Context: an optimization exercise on an open-source flow, tuned for small area. The choices shown serve that exercise and are no tape-out recipe.
Only simulation tests tie the RTL to the original design; equivalence was not proved.
Power figures rest on the tool's default switching activity, not on a simulated workload.

==> design.v <==
module YS_PWM#(parameter HZ= 50)(   
  input clk, rstn,
  input [7:0] val,  
  output reg out   
);
reg [32:0] clk_cnt;
localparam [32:0] clks_per_cycle = 1000/HZ*48000;  
reg [16:0] clks_high_dur;   
always @(posedge clk, negedge rstn) begin
	if (!rstn) begin clk_cnt = 0; out <= 0; end
	else if (clk_cnt < clks_per_cycle) 	begin
		clks_high_dur = 60000+val*120;   
		out <= clk_cnt<clks_high_dur ? 1 : 0;  
		clk_cnt = clk_cnt+1;
	end
	else clk_cnt=0;  
end
endmodule
module ReadRF #(parameter CLKS_PER_BIT= 4992, IDLE=300)(   
  input clk, rstn, in,												 
  output reg out_led,
  output reg [7:0] servo_out,
  output reg [7:0] esc_out
);
reg [9:0] data_all;   
reg [7:0] data_temp, data[0:4];  
reg start_bit, end_bit;
reg [4:0] data_bits_cnt;  
reg [3:0] data_cnt;  
reg [16:0] high_cnt;  
reg [32:0] clk_cnt;   
reg in_prev;
always @(posedge clk, negedge rstn) begin
	if (!rstn) begin
		clk_cnt = CLKS_PER_BIT;
		in_prev <= 1;
		data_bits_cnt = 0;   
		data_cnt = 0;			 
		servo_out <= 'h64; esc_out <= 'h64;  
		out_led <= 0;
		high_cnt = 0;
		data_all = 0;
		data[0] = 0; data[1] = 0; data[2] = 0; data[3] = 0; data[4] = 0;
		start_bit = 0; end_bit = 0;
	end
	else if (clk_cnt==0) 	begin
		clk_cnt=CLKS_PER_BIT;  
		if(in) begin
			if(high_cnt<10000) high_cnt=high_cnt+1;  
			else begin servo_out<='h64; esc_out<='h64; data_bits_cnt=0; data_cnt=0; end  
		end
		else high_cnt=0; 
		if(high_cnt>IDLE) begin
			data_cnt=0;
			data_bits_cnt=0;
		end
		else begin
			data_all[data_bits_cnt]=in;
			data_bits_cnt=data_bits_cnt+1;
			if(data_bits_cnt>=10) begin
				data_bits_cnt=0;
				{end_bit, data[data_cnt], start_bit} = data_all;
				if(start_bit || !end_bit) data[data_cnt]='h64;  
				data_cnt = data_cnt+1;
				if(data_cnt>=5) begin   
					if( data[0]=='hff && data[1]=='hff && data[2]+data[3]==data[4]) begin  
						out_led<=~out_led;  
						servo_out<=data[2];  
						esc_out<=data[3];  
					end 
					else begin  
						servo_out<='h64;  
						esc_out<='h64;
					end
					data_cnt=0;
				end
			end
		end
	end  
	else begin
		clk_cnt = clk_cnt-1;
		if(!in && high_cnt>IDLE && in!=in_prev) 	 
			clk_cnt = CLKS_PER_BIT>>1;
		in_prev<=in;
	end
end
endmodule
module rc_receiver (
  input  iCLK,        
  input  iRESETn,     
  input  rf_in,       
  output led,         
  output servo_pwm,   
  output esc_pwm      
);
wire [7:0] servo_val, esc_val;
ReadRF rf(iCLK, iRESETn, rf_in, led, servo_val, esc_val);
YS_PWM servo_pwm_gen(iCLK, iRESETn, servo_val, servo_pwm);
YS_PWM esc_pwm_gen(iCLK, iRESETn, esc_val, esc_pwm);
endmodule
==> run.sh <==
#!/bin/bash
# synth_recipe.tcl (not shown) runs the flow's synth.tcl, then flattens the netlist and writes it again
# the make line also repeats each setting of config.mk as NAME=value (left out here)
make -C /OpenROAD-flow-scripts/flow DESIGN_CONFIG=/design/flow/config.mk WORK_HOME=/design/flow/orfs CLKGATE_MAP_FILE= SYNTH_SCRIPT=/design/flow/synth_recipe.tcl finish
==> config.mk <==
export PLATFORM = sky130hd
export DESIGN_NAME = rc_receiver
export DESIGN_NICKNAME = rc_receiver
export VERILOG_FILES = /design/flow/design.v
export SDC_FILE = /design/flow/constraint.sdc
export NUM_CORES = 4
export LEC_CHECK = 0
export CAP_MARGIN = 20
export CORE_MARGIN = 2
export CORE_UTILIZATION = 40
export SLEW_MARGIN = 20
==> constraint.sdc <==
create_clock -name core_clock -period 20.8 [get_ports {iCLK}]
set_input_delay 4.1600 -clock core_clock [delete_from_list [all_inputs] [get_ports {iCLK}]]
set_output_delay 4.1600 -clock core_clock [all_outputs]
set_load 0.01 [all_outputs]
==> metrics.md, run 1 <==
| Metric | Value |
|---|---|
| Post-CTS Setup Inserts | `0` |
| Count of flip-flops with a built-in enable after synthesis | `0` |
| Wire per inst | `between 15 and 20 um` |
| Relative contribution of the clock network to total power | `roughly 44%` |
| Total Power Consumption | `between 700 and 800 uW` |
| Final weighted congestion in routability-driven placement | `0.899` |
| Buffer depth of the longest clock path | `2` |
| Setup TNS | `0 ns` |
| Final Max Slew Viols | `0` |
| CP startpoint kind | `input pin` |
| Worst hold path cell count | `2` |
| Crit path required time | `21.18 ns` |
| Number of standard cells in the final layout excluding fillers | `1,732` |
| Number of nets in the final layout | `between 1k and 1.5k` |
| Leading register cell type out of synthesis | `sky130_fd_sc_hd__dfrtp_1` |
| Later-pin clock latency in the skew report | `approximately 0.44 ns` |
| Number of placement rows | `64` |
| Worst slew slack as a fraction of its limit | `32.8%` |
| Leakage power | `between 6 and 7 nW` |
| Maximum capacitance violations | `0` |
| Vias post-DR | `slightly above 9k` |
| Detailed placer's ending HPWL | `between 15,000 and 20,000 um` |
| RSZ-0062 raised after global routing | `no` |
| Cell internal power dissipation | `577 uW` |
| Crit path capture type | `register` |
| Area added between synthesis and finish | `9.06%` |
| Fraction of registers with async set/reset | `between 90% and 100%` |
| Synth top area cells | `sky130_fd_sc_hd__dfrtp_1 (38%), sky130_fd_sc_hd__ha_1 (8.1%), sky130_fd_sc_hd__xnor2_1 (4.4%)` |
| Number of global-route vias before repair | `about 9k` |
| Top cell type's share of synthesized area | `a little under two fifths` |
| Fin Clk Skew | `0.0120 ns` |
| Worst Path Arrival | `~12 ns` |
| Area share of xor/xnor cells in the synthesized design | `under 10%` |
| Fraction of synthesized area in multiplexers | `under 10%` |
| Clock tree from TritonCTS | `yes` |
| Worst reg-to-reg path cell count | `25` |
| Number of warnings reported in the yosys synthesis log | `3` |
| Total die area | `32,100 um2` |
| Combinational share of power | `between 5 and 6%` |
| Number of routed nets with antenna violations | `0` |
| Largest driver fanout on the critical path | `21` |
| Dpl ws | `8.92 ns` |
| Sequential Area | `4890 um2` |
| Peak supply drop | `0.0559 mV` |
| Initial cell density of the core | `40.3%` |
| Count of instances resized after the clock tree is built | `0` |
| Drt first pass iters | `5` |
| Die extent in y | `roughly 180 um` |
| Setup WS post-layout | `between 9 and 10 ns` |
| Root Buffer Master | `sky130_fd_sc_hd__clkbuf_16` |
| Number of CTS-inserted buffers | `17` |
| Detailed router's first-iteration violation count | `between 700 and 800` |
| Tightest Hold Check Type | `reg -> reg` |
| Shortest clock period the worst path allows after layout | `11.54 ns` |
| Post-synthesis sequential area ratio | `39.9%` |
| DRC Markers | `0` |
| Fraction of layout cells with a size suffix above 1 | `under 10%` |
| Detailed-route vias per instance | `roughly 5.4` |
| Quantity of hold-fixing buffers added after cts | `0` |
| Max H-tree Level | `4` |
| Compound-gate portion of the synthesized area | `between 15 and 20%` |
| Number of antenna diodes | `0` |
| Synthesized area | `approximately 12,000 um2` |
| Cell accounting for the most synthesized area | `sky130_fd_sc_hd__dfrtp_1` |
| Combinational family with the most area after synthesis | `simple AND/OR/NAND/NOR gates` |
| Core area | `between 30,000 and 40,000 um2` |
| Number of endpoints failing setup at the final stage | `0` |
| Leftover overflow at the end of global routing | `0` |
| Sequential fraction of design power | `between 50 and 60%` |
| Clock sink count | `between 150 and 200` |
| Proportion of total power due to net switching | `25.0%` |
| Tot GR Track Use | `between 10% and 20%` |
| Slew at the pin closest to its max-slew limit | `1.00 ns` |
| Register clock-pin slew on the reported worst setup and hold paths | `0.08 ns` |
| Post-route clock period utilization | `between 50% and 60%` |
| Wire length of the first global-routing pass | `about 47,000 um` |
| Count of port buffers added during placement | `5` |
| Number of fillers in the final layout | `about 3k` |
| Synth Instances | `approximately 1.3k` |
| Status | `finished clean` |
| I/O Pins | `6` |
| Max Clk Rate | `between 80 and 90 MHz` |
| Ratio of total power to cell area | `~58 nW/um2` |
| Maximum number of pins on one net before global-route repair | `~120` |
| Library cell with the highest instance count after synthesis | `sky130_fd_sc_hd__dfrtp_1` |
| Final-report hold violation count | `0` |
| Overall die width | `about 180 um` |
| Count of state elements after synthesis | `slightly below 200` |
| Instance area at placement | `12,800 um2` |
| Most frequent cells after synthesis | `sky130_fd_sc_hd__dfrtp_1 (184), sky130_fd_sc_hd__nor2_1 (140), sky130_fd_sc_hd__nand2_1 (112), sky130_fd_sc_hd__o21ai_0 (83)` |
| Adder-cell share of the synthesized area | `12.5%` |
| Mean cell area of the mapped netlist | `a little over 9 um2` |
| Number of placed instances with taps included | `1,699` |
| Distinct cell type count after synthesis | `74` |
| P_sw | `193 uW` |
| Antenna violations before repair | `0` |
| Share of synthesized cell area in and, or, nand and nor gates | `between 10% and 20%` |
| Setup Crit Path Kind | `in -> reg` |
| Total area of multi-input combinational cells | `around 7000 um2` |
| Total routed wirelength | `27,300 um` |
| Post-route cell area | `13,400 um2` |
-- sequential cells by signal, indices dropped and copies added, names as in the netlist --
signal	flops
servo_pwm_gen.out	1
rf.clk_cnt	33
rf.data_all	10
rf.out_led	1
rf.data_cnt	4
esc_pwm_gen.out	1
servo_pwm_gen.clk_cnt	33
rf.data	40
rf.esc_out	8
rf.high_cnt	17
rf.data_bits_cnt	5
rf.servo_out	8
esc_pwm_gen.clk_cnt	33
rf.in_prev	1
-- per-layer routing --
layer	wire [um]	GRT usage, %
met5	0	0
met4	652	5.98
met3	881	3.18
met2	12500	29.2
met1	13200	25.8
-- worst max-delay path, stage by stage --
cell	delay, ns
sky130_fd_sc_hd__clkdlybuf4s50_1	1.00
sky130_fd_sc_hd__inv_1	0.45
sky130_fd_sc_hd__a21oi_1	0.39
sky130_fd_sc_hd__nand2_1	0.36
sky130_fd_sc_hd__and2_1	0.33
sky130_fd_sc_hd__inv_1	0.07
sky130_fd_sc_hd__ha_1	0.28
sky130_fd_sc_hd__inv_1	0.13
sky130_fd_sc_hd__or4b_2	0.71
sky130_fd_sc_hd__a211oi_1	0.22
sky130_fd_sc_hd__mux2_2	0.44
sky130_fd_sc_hd__nand2_1	0.23
sky130_fd_sc_hd__nor2_1	0.06
sky130_fd_sc_hd__a21oi_1	0.32
sky130_fd_sc_hd__inv_1	0.09
sky130_fd_sc_hd__ha_1	0.31
sky130_fd_sc_hd__a21o_1	0.18
sky130_fd_sc_hd__a21oi_1	0.18
sky130_fd_sc_hd__xnor2_1	0.24
sky130_fd_sc_hd__xnor2_1	0.17
sky130_fd_sc_hd__o211ai_1	0.11
sky130_fd_sc_hd__a21oi_1	0.20
sky130_fd_sc_hd__nand4_1	0.17
sky130_fd_sc_hd__a2111oi_4	0.41
sky130_fd_sc_hd__o2111ai_4	0.40
sky130_fd_sc_hd__o22a_1	0.29
-- power groups by stage --
stage | clock network (mW) | logic (mW) | registers, mW
floorplan | 0 | 0.0253 | 0.401
global placement | 0 | 0.0391 | 0.402
detailed placement | 0 | 0.0398 | 0.402
CTS | 0.346 | 0.0398 | 0.395
global route | 0.361 | 0.0464 | 0.397
finish | 0.335 | 0.0396 | 0.395
-- metrics by stage --
stage | hold WS, ns | utilization, %
after floorplan | 0.442 | -
after global placement | 0.460 | 42.0
after detailed placement | 0.464 | 42.0
after CTS | 0.481 | 43.9
after global routing | 0.494 | 44.0
final | 0.477 | 44.0
-- final cells by class --
class                   instances  area share (%)
multi-input cells            1031            52.6
flip-flops and latches        195            36.6
clock buffers                  19            3.38
clock inverters                13            1.03
inverters                      65            1.82
repair buffers                 13           0.944
well taps                     396            3.70
-- placed cells by master, fill, tap and decap left out, types with 6 or more instances in the layout --
cell / synthesis / routed
sky130_fd_sc_hd__dfrtp_1: 184 / 184
sky130_fd_sc_hd__nor2_1: 140 / 140
sky130_fd_sc_hd__nand2_1: 112 / 112
sky130_fd_sc_hd__o21ai_0: 83 / 83
sky130_fd_sc_hd__a21oi_1: 79 / 79
sky130_fd_sc_hd__ha_1: 79 / 79
sky130_fd_sc_hd__inv_1: 64 / 64
sky130_fd_sc_hd__xnor2_1: 62 / 62
sky130_fd_sc_hd__xor2_1: 46 / 46
sky130_fd_sc_hd__nor3_1: 41 / 41
sky130_fd_sc_hd__nand3_1: 41 / 41
sky130_fd_sc_hd__fa_1: 27 / 27
sky130_fd_sc_hd__conb_1: 1 / 26
sky130_fd_sc_hd__nand4_1: 22 / 22
sky130_fd_sc_hd__nor4_1: 20 / 19
sky130_fd_sc_hd__a21o_1: 18 / 18
sky130_fd_sc_hd__clkbuf_16: 0 / 17
sky130_fd_sc_hd__or3_1: 15 / 15
sky130_fd_sc_hd__nor2b_1: 15 / 15
sky130_fd_sc_hd__and3_1: 13 / 13
sky130_fd_sc_hd__o21bai_1: 12 / 12
sky130_fd_sc_hd__and2_1: 11 / 11
sky130_fd_sc_hd__o2bb2ai_1: 11 / 11
sky130_fd_sc_hd__mux2_2: 11 / 11
sky130_fd_sc_hd__dfstp_2: 11 / 11
sky130_fd_sc_hd__o2111ai_1: 10 / 10
sky130_fd_sc_hd__o31ai_1: 10 / 10
sky130_fd_sc_hd__or4_1: 10 / 10
sky130_fd_sc_hd__nand2b_1: 9 / 9
sky130_fd_sc_hd__a31oi_1: 8 / 8
sky130_fd_sc_hd__mux2i_1: 8 / 8
sky130_fd_sc_hd__o21a_1: 7 / 7
sky130_fd_sc_hd__buf_4: 0 / 7
sky130_fd_sc_hd__o31a_1: 6 / 6
-- cells by family after synthesis --
family                   count (synthesis)
adder cells (fa/ha/maj)                106
AO/OA/AOI/OAI                          298
buffers and inverters                  115
XOR/XNOR                               108
AND/OR/NAND/NOR                        474
flip-flops                             195
multiplexers                            19
other                                    1
-- final timing paths --
| check | startpoint | slack (ns) | endpoint |
|---|---|---|---|
| min | rf.data[0][3] | 0.48 | rf.data[0][3] |
| max in group asynchronous | iRESETn | 15.50 | rf.in_prev |
| min reg2reg | rf.data[0][3] | 0.48 | rf.data[0][3] |
| max | rf_in | 9.26 | rf.servo_out[2] |
| min in group asynchronous | iRESETn | 3.82 | esc_pwm_gen.clk_cnt[6] |
| max reg2reg | rf.high_cnt[7] | 13.14 | rf.servo_out[2] |
==> run 2: changes to the inputs <==
==> design.v (replaced) <==
module YS_PWM (
  input        clk, rstn,
  input  [7:0] val_a, val_b,
  output       out_a, out_b
);
localparam [6:0] R0 = 7'b0111110;    
localparam [6:0] RX = 7'b0011111;    
reg [6:0]  r;
reg [12:0] q;
wire tick = (r == RX);
wire wrap = &{q[12:8], q[6], q[3], q[2]};
wire lo   = (q[12:9] == 4'd0);
wire mid  = (q[12:8] == 5'd2);
always @(posedge clk) begin
  if (!rstn) begin
    r <= R0; q <= 13'd8012;
  end else if (wrap) begin
    r <= R0; q <= 13'd12;
  end else begin
    r <= {r[5:0], ~(r[6] ^ r[5]) ^ tick};
    q <= q + {12'd0, tick};
  end
end
assign out_a = rstn & ~wrap & (lo | (mid & (q[7:0] < val_a)));
assign out_b = rstn & ~wrap & (lo | (mid & (q[7:0] < val_b)));
endmodule
module rc_receiver (
  input  iCLK,        
  input  iRESETn,     
  input  rf_in,       
  output led,         
  output servo_pwm,   
  output esc_pwm      
);
localparam [7:0] DEF = 8'h64;
localparam [12:0] T0 = 13'h0800, TH = 13'h0036, TX = 13'h0400;
localparam [13:0] H0 = 14'b10001001110101, H300 = 14'b11010010101010;
reg [12:0] tc;
reg        in_prev;
reg [13:0] hc;
reg        idle;       
reg [3:0]  b;          
reg [2:0]  n;          
reg [7:0]  d2, d3;     
reg        err;        
reg        bad;        
reg        cy;         
reg        m;          
reg        m64;        
reg        ld;         
reg [7:0]  servo_val, esc_val;
reg        led_r;
wire samp = (tc == TX);
wire hmax = &hc[12:0];
wire sat  = hmax & hc[13];
wire fail = rf_in & sat;                        
wire idle_new = rf_in & (idle | (hc == H300));
wire act  = samp & ~idle_new;                   
wire sum_bit = d2[0] ^ d3[0] ^ cy;
wire k64 = (b == 4'd3) | (b == 4'd6) | (b == 4'd7);    
wire data_bit = (b != 4'd0) & (b != 4'd9);
wire stop = act & (b == 4'd9);
wire e9 = err | ~rf_in;                         
wire fend = stop & (n == 3'd4);
wire ok = ~bad & ~(e9 ? m64 : m);
wire set64_2 = (stop & e9 & (n == 3'd2)) | (fend & ~ok) | (samp & fail);
wire set64_3 = (stop & e9 & (n == 3'd3)) | (fend & ~ok) | (samp & fail);
wire sh2 = act & data_bit & ((n == 3'd2) | (n == 3'd4));
wire sh3 = act & data_bit & ((n == 3'd3) | (n == 3'd4));
always @(posedge iCLK) begin
  if (!iRESETn) begin
    tc <= T0;
    in_prev <= 1'b1;
    hc <= H0;
    idle <= 1'b0;
    b <= 4'd0;
    n <= 3'd0;
    ld <= 1'b0;
    servo_val <= DEF;
    esc_val <= DEF;
    led_r <= 1'b0;
  end else begin
    ld <= samp & (fail | fend);
    if (ld) begin
      servo_val <= d2;
      esc_val <= d3;
    end
    if (!samp) begin
      tc <= (~rf_in & in_prev & idle) ? TH : {tc[11:0], ~(tc[12] ^ tc[5])};
      in_prev <= rf_in;
    end else begin
      tc <= {tc[11:0], tc[12] ^ tc[5]};
      hc <= rf_in ? (hmax ? hc : {hc[12:0], ~(hc[13] ^ hc[0])}) : H0;
      idle <= idle_new;
      if (idle_new) begin
        b <= 4'd0;
        n <= 3'd0;
      end else begin
        b <= (b == 4'd9) ? 4'd0 : b + 4'd1;
        if (b == 4'd9) n <= (n == 3'd4) ? 3'd0 : n + 3'd1;
      end
      if (fend & ok) led_r <= ~led_r;
    end
  end
end
always @(posedge iCLK) begin
  if (set64_2) d2 <= DEF;
  else if (sh2) d2 <= {(n == 3'd4) ? d2[0] : rf_in, d2[7:1]};
  if (set64_3) d3 <= DEF;
  else if (sh3) d3 <= {(n == 3'd4) ? d3[0] : rf_in, d3[7:1]};
  if (act) begin
    if (b == 4'd0) err <= rf_in;
    if (n[2:1] == 2'd0) begin
      if (b == 4'd0) bad <= (n[0] & bad) | rf_in;
      else bad <= bad | ~rf_in;
    end
    if (n == 3'd4) begin
      if (b == 4'd0) begin
        cy <= 1'b0; m <= 1'b0; m64 <= 1'b0;
      end else if (data_bit) begin
        cy <= (d2[0] & d3[0]) | (cy & (d2[0] ^ d3[0]));
        m <= m | (sum_bit ^ rf_in);
        m64 <= m64 | (sum_bit ^ k64);
      end
    end
  end
end
assign led = led_r & iRESETn;
YS_PWM pwm(.clk(iCLK), .rstn(iRESETn), .val_a(servo_val), .val_b(esc_val),
           .out_a(servo_pwm), .out_b(esc_pwm));
endmodule
==> run 2 against run 1 <==
Effect of this change:
- still clean
- final area decreased by 65%
- wire length shrank 70%
- via count fell by 66%
- non-clock buffer count down 6
- count of clock-buffer cells in the layout down 10
- first-iteration DRC count shrank 82%
- utilization is 0.56 points higher
- sequential power fell by 49%
- largest power group unchanged
==> metrics.md, run 2 <==
| Metric | Value |
|---|---|
| Status | `finished clean` |
| Tightest Hold Check Type | `reg -> reg` |
| Leakage power | `approximately 1.8 nW` |
| Number of antenna diodes | `0` |
| Capture point of the worst reg-to-reg path | `m` |
| Fin Clk Skew | `about 0.011 ns` |
| Number of endpoints failing setup at the final stage | `0` |
| Worst slew slack as a fraction of its limit | `39.8%` |
| Fraction of layout cells with a size suffix above 1 | `6.90%` |
| Post-CTS Setup Inserts | `0` |
| Commonest non-fill, non-tap cell in the layout | `sky130_fd_sc_hd__dfxtp_1` |
| DRC Markers | `0` |
| Largest driver fanout on the critical path | `32` |
| Count of port buffers added during placement | `5` |
| Regs by FF count | `hc: 14 flops, pwm.q: 13 flops, tc: 13 flops` |
| Crit path required time | `roughly 17 ns` |
| I/O Pins | `6` |
| Overall die width | `between 100 and 150 um` |
| Leading cell types in the layout, fill and taps excluded | `sky130_fd_sc_hd__dfxtp_1 (90), sky130_fd_sc_hd__nor2_1 (62), sky130_fd_sc_hd__nand2_1 (34)` |
| Highest metal layer used by the detailed router | `met4` |
| Quantity of hold-fixing buffers added after cts | `0` |
| Mean cell area of the mapped netlist | `9.26 um2` |
| Worst reg-to-reg path cell count | `4` |
| Root Buffer Master | `sky130_fd_sc_hd__clkbuf_8` |
| Later-pin clock latency in the skew report | `0.37 ns` |
| Register clock-pin slew on the reported worst setup and hold paths | `roughly 0.09 ns` |
| Wire length of the first global-routing pass | `approximately 14,000 um` |
| Initial cell density of the core | `between 40% and 50%` |
| Number of warnings reported in the yosys synthesis log | `2` |
| Number of routed nets with antenna violations | `0` |
| Crit path capture type | `primary output` |
| Library cell with the highest instance count after synthesis | `sky130_fd_sc_hd__dfxtp_1` |
| Total routed wirelength | `between 8000 and 9000 um` |
| Fraction of registers with async set/reset | `0%` |
| Total area of multi-input combinational cells | `around 2200 um2` |
| Number of global-route vias before repair | `about 3k` |
| Area added between synthesis and finish | `7.92%` |
| Detailed placer's ending HPWL | `just under 6000 um` |
| Clock tree from TritonCTS | `yes` |
| Shortest clock period the worst path allows after layout | `a little over 10 ns` |
| Maximum capacitance violations | `0` |
| Startpoint of the worst hold path | `pwm.r[1]` |
| Tot GR Track Use | `15.4%` |
| Total die area | `11,500 um2` |
| Most frequent cells after synthesis | `sky130_fd_sc_hd__dfxtp_1 (90), sky130_fd_sc_hd__nor2_1 (62), sky130_fd_sc_hd__nand2_1 (34), sky130_fd_sc_hd__mux2i_1 (26), sky130_fd_sc_hd__inv_1 (24)` |
| Cell accounting for the most synthesized area | `sky130_fd_sc_hd__dfxtp_1` |
| Number of fillers in the final layout | `around 1.1k` |
| Buffer depth of the longest clock path | `2` |
| Wire length on met1 | `between 3000 and 4000 um` |
| Worst Path Arrival | `6.11 ns` |
| Startpoint of the lowest-slack register-to-register path | `tc[0]` |
| Synth top area cells | `sky130_fd_sc_hd__dfxtp_1 (42%), sky130_fd_sc_hd__mux2i_1 (6.1%), sky130_fd_sc_hd__ha_1 (5.8%)` |
| Synthesized area | `between 4000 and 5000 um2` |
| Drt first pass iters | `6` |
| Core area | `10,400 um2` |
| Wire length on met3 | `approximately 270 um` |
| Reg2reg setup slack | `between 15 and 20 ns` |
| Final weighted congestion in routability-driven placement | `0.752` |
| Number of CTS-inserted buffers | `9` |
| Setup TNS | `0 ns` |
| Dpl ws | `around 11 ns` |
| CP startpoint kind | `input pin` |
| Launching instance or port of the critical path | `iRESETn` |
| Number of nets in the final layout | `between 400 and 500` |
| Setup Crit Path Kind | `in -> out` |
| Metal2 WL | `3870 um` |
| Final Max Slew Viols | `0` |
| Total Power Consumption | `343 uW` |
| Detailed router's first-iteration violation count | `136` |
| Ratio of total power to cell area | `roughly 74 nW/um2` |
| Sequential Area | `just under 2000 um2` |
| Max Clk Rate | `roughly 100 MHz` |
| Setup WS post-layout | `10.53 ns` |
| Maximum number of pins on one net before global-route repair | `33` |
| Die extent in y | `107 um` |
| Number of flip-flops under the largest register name | `14` |
| Wire per inst | `about 14 um` |
| Count of instances resized after the clock tree is built | `0` |
| Leading register cell type out of synthesis | `sky130_fd_sc_hd__dfxtp_1` |
| Vias post-DR | `approximately 3.1k` |
| Synth Instances | `roughly 460` |
| Count of state elements after synthesis | `95` |
| RSZ-0062 raised after global routing | `no` |
| Max H-tree Level | `3` |
| Post-route clock period utilization | `between 40% and 50%` |
| Peak supply drop | `0.0534 mV` |
| Leftover overflow at the end of global routing | `0` |
| Worst setup path endpoint | `esc_pwm` |
| Final-report hold violation count | `0` |
| Post-synthesis sequential area ratio | `45.6%` |
| Antenna violations before repair | `0` |
| Top cell type's share of synthesized area | `a little over two fifths` |
| Count of flip-flops with a built-in enable after synthesis | `5` |
| Slew at the pin closest to its max-slew limit | `0.902 ns` |
| Clock sink count | `95` |
| Number of placement rows | `37` |
| Distinct cell type count after synthesis | `56` |
| Detailed-route vias per instance | `about 5.2` |
[run 2: cell types whose count changed after synthesis, moves of 59 or more]
cell / change
sky130_fd_sc_hd__a21oi_1: -65
sky130_fd_sc_hd__dfrtp_1: -184
sky130_fd_sc_hd__dfxtp_1: +90
sky130_fd_sc_hd__ha_1: -59
sky130_fd_sc_hd__nand2_1: -78
sky130_fd_sc_hd__nor2_1: -78
sky130_fd_sc_hd__o21ai_0: -71
[run 2: cell type report]
cell class	instances	area share [%]
inverter	24	1.95
multi-input combinational	322	46.9
clock buffer	9	2.68
clock inverter	7	1.16
tap	136	3.68
timing repair buffer	7	1.41
sequential	95	42.3
[run 2: cells by family after synthesis]
group                    synth area share (%)
AO/OA/AOI/OAI                            11.0
XOR/XNOR                                 2.66
adder cells (fa/ha/maj)                  6.31
buffers and inverters                    4.18
flip-flops                               45.6
multiplexers                             6.34
AND/OR/NAND/NOR                          23.9
[run 2: critical path, stage by stage]
cell                              delay [ns]
sky130_fd_sc_hd__clkdlybuf4s50_1        0.45
sky130_fd_sc_hd__buf_4                  0.29
sky130_fd_sc_hd__and2_1                 0.35
sky130_fd_sc_hd__o21ai_0                0.14
sky130_fd_sc_hd__a21oi_1                0.15
sky130_fd_sc_hd__clkdlybuf4s50_1        0.55
[run 2: worst min-delay path by stage]
stage                     slack, ns       end  cells past startpoint
after floorplan                0.41  pwm.r[1]                      1
after global placement         0.42  pwm.r[2]                      1
after detailed placement       0.42  pwm.r[2]                      1
after CTS                      0.45  pwm.r[2]                      1
after global routing           0.48  pwm.r[2]                      1
final                          0.44  pwm.r[2]                      1
[run 2: per-stage QoR]
step / std cells / hold slack, ns / utilization [%] / area (um2)
after floorplan: 462 / 0.411 / - / 4280
after global placement: 584 / 0.423 / 42.7 / 4430
after detailed placement: 584 / 0.422 / 42.7 / 4430
after CTS: 600 / 0.446 / 44.5 / 4610
after global routing: 600 / 0.479 / 44.5 / 4620
final: 600 / 0.442 / 44.5 / 4620
[run 2: power breakdown]
| group | internal (mW) | switching, mW | total, mW |
|---|---|---|---|
| Sequential | 0.193 | 0.00928 | 0.202 |
| Clock | 0.0447 | 0.0660 | 0.111 |
| Combinational | 0.0126 | 0.0179 | 0.0305 |
| Total | 0.250 | 0.0931 | 0.343 |
[run 2: routing by layer]
layer / up-vias / global-route usage (%)
li1: 1624 / -
met3: 6 / 4.66
met5: - / 0
met4: 0 / 3.85
met2: 37 / 25.8
met1: 1478 / 19.4

## what the ideal ports hide
No port has a modelled driver above. Below, the same layouts with a new extraction and two added sets of constraints.
Step 1: set_driving_cell puts a clkbuf_16 on iCLK and a buf_2 on each other input, an assumption about the parent block.
Step 2 also shifts input and output timing later by t, the mid clock arrival at the registers, as if the neighbouring blocks saw the same clock.
Slacks: ideal / step 1 / step 2; pairs: ideal / step 1.
run | shift t [ns] | slack for setup (ns) | worst setup path after step 2 | worst slew at a driven data input, ns | pins driven straight from the clock port
run 1 | 0.488 | 9.257 / 9.286 / 8.798 | input to register | 0.04 | 1
run 2 | 0.394 | 10.529 / 10.507 / 10.507 | input to output | 0.03 | 1
After both steps setup and hold are still met in every run listed. For run 1, which loses most, drivers alone change the setup slack by +0.029 ns; drivers and shift together by -0.459 ns.
